From an optimization exercise on the open Yosys and OpenROAD flow, aimed at small area, a short achievable clock period and few clock cycles per item; shortcuts taken in it are not production practice. Function was not checked in any run shown here: the RTL went through the layout flow alone.

## flow/design.v (module list and top-level ports; edited modules follow where they fit)
// module ysyx_22040228multiplier: 200 lines
// module ysyx_22040228multiplier_csa: 546 lines
// module ysyx_22040228multiplier_add: 437 lines
module ysyx_22040228multiplier (
    input  wire        clk,
    input  wire        rst,
    input  wire        mult_ready,
    input  wire [7:0]  inst_opcode,
    input  wire [63:0] mult_op1,
    input  wire [63:0] mult_op2,
    output wire [63:0] product_val,
    output wire        mult_finish
);
  // ...
==> flow/run.sh <==
#!/bin/bash
# synth_recipe.tcl (not shown) runs the flow's synth.tcl, then flattens the netlist and writes it again
# the make line also repeats each setting of config.mk as NAME=value (left out here)
make -C /OpenROAD-flow-scripts/flow DESIGN_CONFIG=/design/flow/config.mk WORK_HOME=/design/flow/orfs CLKGATE_MAP_FILE= SYNTH_SCRIPT=/design/flow/synth_recipe.tcl finish
==> flow/config.mk <==
export PLATFORM = sky130hd
export DESIGN_NAME = ysyx_22040228multiplier
export DESIGN_NICKNAME = ysyx_22040228multiplier
export VERILOG_FILES = /design/flow/design.v
export SDC_FILE = /design/flow/constraint.sdc
export NUM_CORES = 4
export LEC_CHECK = 0
export CAP_MARGIN = 20
export CORE_MARGIN = 2
export CORE_UTILIZATION = 40
export PLACE_DENSITY = 0.6
export SLEW_MARGIN = 20
==> flow/constraint.sdc <==
create_clock -name core_clock -period 6.5 [get_ports {clk}]
set_input_delay 1.3000 -clock core_clock [delete_from_list [all_inputs] [get_ports {clk}]]
set_output_delay 1.3000 -clock core_clock [all_outputs]
set_load 0.01 [all_outputs]
==> load_flow_metrics.sql, run 1 <==
INSERT INTO impl_metrics (metric_group, metric, value, unit) VALUES
('timing', 'achievable-frequency', '0.162', 'GHz'),
('critical_path', 'crit_fanout', '54', ''),
('critical_path', 'critPathBufInv', '2', ''),
('layout', 'buffer_area_share', '9.31', '%'),
('routing', 'avgRoutedWirePerCell', '25.0', 'µm'),
('layout', 'stdcell_count', '4163', ''),
('global_route', 'grt.met2_usage', '42.8', '%'),
('routing', 'route.detailed.drc', '0', ''),
('synth', 'syn_nets', '3790', ''),
('timing', 'slew_of_the_pin_with_the_lowest_slew_margin', '1.08', 'ns'),
('layout', 'final_layout_size_suffix_gt1_share', '6.23', '%'),
('layout', 'registers.top_by_ff_count', 'acc', ''),
('place', 'placed_instances', '4131', ''),
('synth', 'async_flop_share', '0', '%'),
('clock_network', 'clock_insertion_delay_worst_skew', '0.45', 'ns'),
('place', 'worst_slack_placed', '0.392', 'ns'),
('synth', 'post_synth_num_cell_types', '98', ''),
('run_status', 'run_status', 'finished clean', ''),
('synth', 'synth.most_common_cell', 'sky130_fd_sc_hd__a22oi_1', ''),
('timing', 'final-hold-violation-count', '0', ''),
('critical_path', 'rrSetupSlack', '0.34', 'ns'),
('critical_path', 'critical_path.reg2reg.startpoint', 'enc_r[3]', ''),
('floorplanning', 'start_util', '40.3', '%'),
('place', 'place_area', '29600', 'µm²'),
('critical_path', 'cp-startpoint', 'enc_r[3]', ''),
('timing', 'unrepaired_setup_endpoints_after_global_routing', 'false', ''),
('synth', 'synth_edf_count', '5', '');
==> run 2: changes to the inputs <==
--- a/flow/config.mk
+++ b/flow/config.mk
@@ -9,4 +9,5 @@
 export CORE_MARGIN = 2
 export CORE_UTILIZATION = 40
 export PLACE_DENSITY = 0.6
+export SETUP_SLACK_MARGIN = 1.5
 export SLEW_MARGIN = 20
==> run 2 against run 1 <==
Still clean on timing, DRC and antenna. Hold slack better by 0.0060 ns. Sequential share of layout area down 1.3 points. Non-clock buffer count up 137. Highest routed layer is now met5. Clock-buffer cell count unchanged.
==> load_flow_metrics.sql, run 2 <==
INSERT INTO impl_metrics (metric_group, metric, value, unit) VALUES
('global_route', 'global_route_wire_length_before_repair', '172000', 'µm'),
('timing', 'unrepaired_setup_endpoints_after_global_routing', 'true', ''),
('routing', 'avgRoutedWirePerCell', '26.9', 'µm'),
('timing', 'setup-violations-final', '0', ''),
('timing', 'timing.clock.skew', '0.0108', 'ns'),
('layout', 'mostFrequentLayoutCell', 'sky130_fd_sc_hd__a22oi_1', ''),
('critical_path', 'critical_path.reg2reg.startpoint', 'enc_r[4]', ''),
('clock_network', 'worst_setup_hold_path_clk_slew', '0.06', 'ns'),
('layout', 'largest_reg_flops', '73', ''),
('layout', 'num-fill-cells', '6221', ''),
('global_route', 'grt_max_degree', '61', ''),
('routing', 'wl_met3', '10800', 'µm'),
('synth', 'synth_top_cells_by_area', 'sky130_fd_sc_hd__fa_1 (15%), sky130_fd_sc_hd__dfxtp_1 (12%), sky130_fd_sc_hd__a22oi_1 (9.5%), sky130_fd_sc_hd__ha_1 (6.9%), sky130_fd_sc_hd__xnor2_1 (6.4%)', ''),
('layout', 'nNetsFinal', '3910', ''),
('routing', 'ant_nets', '0', ''),
('flow_run', 'max-cap-violations', '0', ''),
('critical_path', 'endpoint_kind', 'flop', ''),
('floorplanning', 'floorplan.die_area', '69400', 'µm²'),
('routing', 'drt_pass1_iterations', '12', ''),
('critical_path', 'crit_path_max_incr_delay', '0.49', 'ns'),
('routing', 'vias', '28000', ''),
('run_status', 'run_status', 'finished clean', ''),
('clock_network', 'cts_hold_repair.buffers', '0', ''),
('clock_network', 'clock_insertion_delay_worst_skew', '0.46', 'ns'),
('routing', 'highest_layer', 'met5', ''),
('synth', 'synth_edf_count', '5', ''),
('synth', 'synthesis.area', '26900', 'µm²'),
('floorplanning', 'start_util', '40.3', '%'),
('global_route', 'grt-ovfl-total', '0', ''),
('synth', 'synth.most_common_cell', 'sky130_fd_sc_hd__a22oi_1', ''),
('synth', 'ys_seq_elements', '163', ''),
('layout', 'layout.cells.most_common_list', 'sky130_fd_sc_hd__a22oi_1 (296), sky130_fd_sc_hd__inv_1 (263), sky130_fd_sc_hd__xnor2_1 (172)', ''),
('layout', 'final_layout_size_suffix_gt1_share', '20.7', '%'),
('critical_path', 'crit_path_frequent_cell', 'sky130_fd_sc_hd__fa_1', ''),
('timing', 'finalSetupTns', '0', 'ns'),
('timing', 'achievable-frequency', '0.180', 'GHz'),
('layout', 'multi_input_comb_area', '24000', 'µm²'),
('clock_network', 'cts-htree-levels', '4', ''),
('clock_network', 'maximum_number_of_buffers_from_clock_root_to_sink', '2', ''),
('timing', 'timing.max_slew.rel_slack', '16.5', '%'),
('timing', 'slew_of_the_pin_with_the_lowest_slew_margin', '1.25', 'ns'),
('layout', 'area_delta_synth_final', '28.3', '%'),
('layout', 'registers.top_by_ff_count', 'acc', ''),
('floorplanning', 'rows', '95', ''),
('place', 'post-dp-hpwl', '83800', 'µm'),
('floorplanning', 'chip_height', '264', 'µm'),
('synth', 'yosys_warnings', '1', ''),
('global_route', 'grt_antenna_before_repair', '1', ''),
('place', 'place.port_buffers', '203', ''),
('critical_path', 'timing.reg2reg.worst_path_depth', '22', ''),
('critical_path', 'critical_path.cell_chain', 'buf_8 -> buf_16 -> a22oi_1 -> xor2_1 -> fa_1 -> fa_1 -> fa_1 -> inv_1 -> ha_1 -> ha_4 -> nand2_1 -> nor2_1 -> nand4_1 -> buf_4 -> a32oi_4 -> o21ai_4 -> o21ai_4 -> a21oi_4 -> fa_2 -> xnor2_2 -> a21oi_1 -> a211oi_2', ''),
('clock_network', 'cts_buffers', '17', ''),
('synth', 'syn_nets', '3790', ''),
('layout', 'stdcell_count', '4305', ''),
('critical_path', 'critical-path-slowest-cell', 'sky130_fd_sc_hd__fa_1', ''),
('timing', 'minimum_clock_period', '5.55', 'ns'),
('floorplanning', 'top_level_ports', '204', ''),
('synth', 'async_flop_share', '0', '%'),
('floorplanning', 'design.core.area', '66900', 'µm²'),
('synth', 'synthCells', '3299', ''),
('place', 'final_replace_weighted_congestion', '0.970', ''),
('synth', 'synth.yosys.seq_area_share', '12.3', '%'),
('routing', 'route.layer.met1.wl', '47900', 'µm'),
('clock_network', 'clock_sinks', '163', ''),
('clock_network', 'clock-root-buffer', 'sky130_fd_sc_hd__clkbuf_16', ''),
('critical_path', 'timing.setup.critical_path_class', 'reg2reg', ''),
('routing', 'detail_route.wirelength', '116000', 'µm'),
('layout', 'reg.largest.list', 'acc (73), mc_r (65), enc_r (12)', ''),
('timing', 'layout_worst_path_cycle_share', '85.3', '%'),
('timing', 'final-hold-violation-count', '0', ''),
('routing', 'route.detailed.drc', '0', ''),
('synth', 'synth_top_area_share', '15.1', '%'),
('critical_path', 'critPathLaunchType', 'flop', ''),
('critical_path', 'crit_fanout', '12', ''),
('synth', 'post_synth.cell_area_avg', '8.17', 'µm²'),
('routing', 'dr_wl_met2', '50800', 'µm'),
('floorplanning', 'fp.dieW', '264', 'µm'),
('synth', 'ys.flop_type', 'sky130_fd_sc_hd__dfxtp_1', ''),
('place', 'placed_instances', '4122', ''),
('synth', 'post_synth_most_frequent_cells', 'sky130_fd_sc_hd__a22oi_1 (341), sky130_fd_sc_hd__inv_1 (271), sky130_fd_sc_hd__clkbuf_1 (204)', ''),
('synth', 'post-synth-top-area-cell', 'sky130_fd_sc_hd__fa_1', ''),
('layout', 'postLayoutCoreUtil', '51.6', '%'),
('routing', 'route.detailed.vias_per_inst', '6.50', ''),
('synth', 'post_synth_num_cell_types', '98', ''),
('routing', 'drt_first_iter_violations', '4064', ''),
('critical_path', 'cp_data_required_time', '6.87', 'ns'),
('timing', 'final_max_slew_viol_count', '0', ''),
('min_path', 'hold_path_class', 'reg2reg', ''),
('layout', 'layout.area.seq', '3370', 'µm²'),
('critical_path', 'crit_path_end', 'acc[57]', ''),
('critical_path', 'worst_ep_arrival_time', '5.92', 'ns'),
('clock_network', 'tritoncts_clock_tree', 'yes', ''),
('global_route', 'first_global_vias', '26800', ''),
('critical_path', 'cp-startpoint', 'enc_r[4]', ''),
('timing', 'whs', '0.476', 'ns'),
('global_route', 'groute.usage.overall', '32.2', '%'),
('critical_path', 'rrSetupSlack', '0.95', 'ns'),
('critical_path', 'worstReg2RegEnd', 'acc[57]', '');
-- run 2: cells by family (layout without fill, tap and decap cells) --
logic type / after synthesis / in the layout / synth area share (%)
fa+ha+maj: 352 / 352 / 22.0
xor+xnor: 346 / 346 / 11.2
buf+inv: 606 / 733 / 8.93
mux: 112 / 112 / 4.50
flops: 163 / 163 / 12.3
simple gates: 602 / 604 / 11.4
other cells: 0 / 1 / 0
compound gates: 1118 / 1121 / 29.6
-- run 2: per-layer routing --
| metal | track usage (%) | up-vias |
|---|---|---|
| met4 | 14.6 | 2 |
| li1 | - | 12300 |
| met5 | 0 | - |
| met2 | 49.7 | 1843 |
| met3 | 5.01 | 353 |
| met1 | 44.2 | 13500 |
-- run 2: metrics by stage --
| stage | worst slack, ns | instance area [µm²] |
|---|---|---|
| after floorplan | 1.47 | 27700 |
| after global placement | 0.623 | 30000 |
| after detailed placement | 0.433 | 30000 |
| after CTS | 1.11 | 33600 |
| after global routing | 0.797 | 34600 |
| final | 0.953 | 34600 |
-- run 2: worst min-delay path by stage --
stage,startpoint,end,slack [ns],cells after the start
after floorplan,busy,stepping,0.43,1
after global placement,busy,busy,0.46,1
after detailed placement,busy,busy,0.46,1
after CTS,busy,busy,0.48,1
after global routing,busy,busy,0.50,1
final,busy,busy,0.48,1
-- run 2: final cells by class --
cell class                      count  share of cell area (%)
Tap cell                          873                    3.16
Timing Repair Buffer              425                    12.9
Clock buffer                       22                    1.47
Antenna cell                        1                 0.00724
Clock inverter                      9                   0.261
Inverter                          277                    3.05
Multi-Input combinational cell   2535                    69.4
Sequential cell                   163                    9.76
-- run 2: critical path: cells and delay by family, from the launching register on --
kind	cells	cell delay (ns)
compound gates	7	1.24
simple gates	3	0.43
fa+ha+maj	6	2.33
buf+inv	4	0.57
flops	1	0.46
xor+xnor	2	0.41
-- run 2: repair_timing --
item                                    4_1_cts  5_1_grt
gates resized for setup                     390      158
endpoints found under the setup margin      132      171
hold endpoints to repair                      0        0
buffers inserted                            110       26
pin swaps                                   151       84
gates cloned                                 14        1

re-timing with driven ports:
No port has a modelled driver above. Below, the same layouts with a new extraction and two added sets of constraints.
Step 1: set_driving_cell puts a clkbuf_16 on clk and a buf_2 on each other input, an assumption about the parent block.
Step 2 adds t to the input delays and takes it off the output delays; t is the mean of the earliest and latest rising clock arrival at the registers after step 1. Input paths then give back, and output paths get back, about the clock's delay inside the block.
Three values: ideal ports, drivers, drivers and shift; two values: the first two.
run | shift t [ns] | setup slack, ns | latest minus earliest clock arrival (ns)
run 1 | 0.495 | 0.335 / 0.335 / 0.335 | 0.012 / 0.012
run 2 | 0.515 | 0.953 / 0.953 / 0.953 | 0.011 / 0.010
After both steps every run listed still meets setup and hold.
